What follows belongs to an exercise in optimizing a design on an open flow for small area; a production flow would make more cautious choices.
Function was checked by simulation only, so behaviour that the tests miss may differ from the original.
Power figures rest on the tool's default switching activity, not on a simulated workload.

beta:
// dallanmaOngorucu
module dallanmaOngorucu(
input rst_g,
input clk_g,
input [31:0] i_buyruk_adresi,
input [31:0] i_buyruk,
input is_jr,
input is_branch,
input is_jalr,
input is_j,
input is_jal,
input is_comp,
output [31:0] o_atlanan_adres,
output o_buyruk_ongoru,
input guncelle_gecerli_g,
input [31:0] i_eski_buyruk,
input [31:0] i_eski_buyruk_adresi,
input i_buyruk_atladi,
input [31:0] i_atlanan_adres,
input i_ongoru_yanlis
    );
==> flow/config.mk <==
export PLATFORM = sky130hd
export DESIGN_NAME = dallanmaOngorucu
export DESIGN_NICKNAME = dallanmaOngorucu
export VERILOG_FILES = /design/flow/design.v
export SDC_FILE = /design/flow/constraint.sdc
export NUM_CORES = 4
export LEC_CHECK = 0
export CAP_MARGIN = 5
export CORE_MARGIN = 2
export CORE_UTILIZATION = 60
export SLEW_MARGIN = 5
export SYNTH_HIERARCHICAL = 1
==> flow/constraint.sdc <==
create_clock -name core_clock -period 10.0 [get_ports {clk_g}]
set_input_delay 2.0000 -clock core_clock [delete_from_list [all_inputs] [get_ports {clk_g}]]
set_output_delay 2.0000 -clock core_clock [all_outputs]
set_load 0.01 [all_outputs]
standard.sh (not shown) runs the stock make flow with config.mk's settings and CLKGATE_MAP_FILE= SYNTH_SCRIPT=/design/flow/synth_recipe.tcl, a recipe that flattens the netlist after the stock synthesis.
==> flow/flow/run.sh <==
#!/bin/bash
# Own layout flow: the standard synthesis unchanged, then the standard
# ORFS steps with a few extra settings:
#  - remove the buffers abc inserted (repair_design re-buffers what needs it)
#  - port buffers use the smallest buffer cell
#  - CTS with clkbuf_8 leaf clusters of at most 16 sinks and no dummy loads
set -euo pipefail
bash standard.sh synth > log_synth.txt 2>&1
bash standard.sh \
  REMOVE_ABC_BUFFERS=1 \
  "BUFFER_PORTS_ARGS=-buffer_cell sky130_fd_sc_hd__buf_1" \
  "CTS_ARGS=-sink_clustering_enable -repair_clock_nets -dont_use_dummy_load -buf_list {sky130_fd_sc_hd__clkbuf_8} -sink_clustering_size 16 -sink_clustering_max_diameter 60" \
  finish > log_finish.txt 2>&1
### beta -> gamma
- swapping 5 for 20 in CAP_MARGIN
- swapping 5 for 20 in SLEW_MARGIN
- swapping 60 for 70 in CORE_UTILIZATION
- gamma finished all stages; the layout is clean.
- Run comparison: beta capture point of the critical path r_atlanan_adres[24]; gamma capture point of the critical path r_atlanan_adres[29]
- Higher count of buffers not belonging to the clock network in the layout was reported by gamma, not beta.
- On net switching component of the power, gamma does better than beta.
- Core footprint: gamma < beta
- Relative to beta, worst setup slack decreased by 0.011 ns in gamma.
- Between gamma and beta, it is gamma whose largest net degree at the start of global routing is lower, by 2.

* * *

v50:
Starting RTL as in the previous note.
clock: 10.0 ns
lec_check: 0
cap_margin: 20
core_margin: 2
core_utilization: 60
slew_margin: 20
synth_hierarchical: 1
Scripts as last shown in full above: flow/flow/run.sh
v50 finished end to end and its layout was clean on timing, DRC and antenna.
Edits applied to the flow inputs when going from v50 to v6:
Settings: a change of CORE_UTILIZATION from 60 to 70.
diff --git a/flow/flow/run.sh b/flow/flow/run.sh
--- a/flow/flow/run.sh
+++ b/flow/flow/run.sh
@@ -6 +6 @@
-#  - CTS with clkbuf_8 leaf clusters of at most 16 sinks and no dummy loads
+#  - CTS with clkbuf_16 leaf clusters of at most 30 sinks and no dummy loads
@@ -12 +12 @@
-  "CTS_ARGS=-sink_clustering_enable -repair_clock_nets -dont_use_dummy_load -buf_list {sky130_fd_sc_hd__clkbuf_8} -sink_clustering_size 16 -sink_clustering_max_diameter 60" \
+  "CTS_ARGS=-sink_clustering_enable -repair_clock_nets -dont_use_dummy_load -buf_list {sky130_fd_sc_hd__clkbuf_16} -sink_clustering_size 30 -sink_clustering_max_diameter 60" \
Results
- In the reports for v50 and v6, the smaller amount of wire on met3 after detailed routing belongs to v50.
- | leakage power of the design | lower: v50 |
- Looking at via count, v6 sits above v50.
- Fraction of standard cell area that is sequential: v50 vs v6, no meaningful difference
- Against v50 as the reference, v6 delivers a higher arrival time of data at the critical path endpoint.
- Max minimum period implied by the final worst setup slack across v50 and v6: v6
- End point of the critical path = r_atlanan_adres[24]: v50; end point of the critical path = r_atlanan_adres[29]: v6
- | clock insertion delay at the later pin of the skew report | v6 vs v50 | 0.05 ns lower |
- Against v50, v6 comes in 2.4% higher on post-layout total power.
- As of v6, first-pass GRT wire length had fallen by a few percent compared to v50.
#### Input delta (v12 over v6)
Settings: CAP_MARGIN now 5, was 20; CORE_UTILIZATION now 75, was 70; SLEW_MARGIN now 5, was 20.
diff --git a/flow/flow/run.sh b/flow/flow/run.sh
--- a/flow/flow/run.sh
+++ b/flow/flow/run.sh
@@ -6 +6 @@
-#  - CTS with clkbuf_16 leaf clusters of at most 30 sinks and no dummy loads
+#  - CTS with clkbuf_8 leaf clusters of at most 16 sinks and no dummy loads
@@ -12 +12 @@
-  "CTS_ARGS=-sink_clustering_enable -repair_clock_nets -dont_use_dummy_load -buf_list {sky130_fd_sc_hd__clkbuf_16} -sink_clustering_size 30 -sink_clustering_max_diameter 60" \
+  "CTS_ARGS=-sink_clustering_enable -repair_clock_nets -dont_use_dummy_load -buf_list {sky130_fd_sc_hd__clkbuf_8} -sink_clustering_size 16 -sink_clustering_max_diameter 60" \
[summary]
- Having completed the whole flow, v12 delivered a layout that passed the timing, DRC and antenna checks.
- Summary of v12 over v6: horizontal die dimension decreased 3.3%, cell area fell about 0.9%, ratio of total power to cell area now sits lower, count of inverters other than clock inverters in the layout ~0 delta.
- The number of vias in the routed layout in v12 sits 127 above the value recorded for v6.
- Summary — sequential share of layout area, v12 relative to v6: higher, by 0.46 points.
- Delta (v12 minus v6): average wire length per cell after detail routing dropped 0.59%, detailed-route wire length lost 1.7%, share of power burned in registers has increased.

[re-timing with driven ports]
The results above use ideal ports. As a check the final layouts listed here were re-extracted and re-timed, cells and wires unchanged.
Step 1 sets driving cells, clkbuf_16 on the clock port and buf_2 on the other inputs (assumed; they add their load-dependent delay and slew).
Step 2 times the ports against the registers' clock, not the clock port: input delays grow and output delays shrink by t, the midpoint of the rising clock arrivals with the driver on.
Slacks: ideal / step 1 / step 2; pairs: ideal / step 1.
run	t, ns	setup WS [ns]	worst setup path at the end	worst slew at a driven data input, ns
beta	0.758	0.918 / 0.957 / 0.199	input to register	0.09
gamma	0.775	0.908 / 0.950 / 0.175	input to register	0.17
v50	0.758	0.902 / 0.941 / 0.182	input to register	0.10
v6	0.704	0.787 / 0.829 / 0.125	input to register	0.18
v12	0.770	1.056 / 1.083 / 0.312	input to register	0.07
After both steps setup and hold are still met in every run listed. The setup slack of v12, which loses most, moves by +0.027 ns with the drivers and by -0.744 ns with both steps.
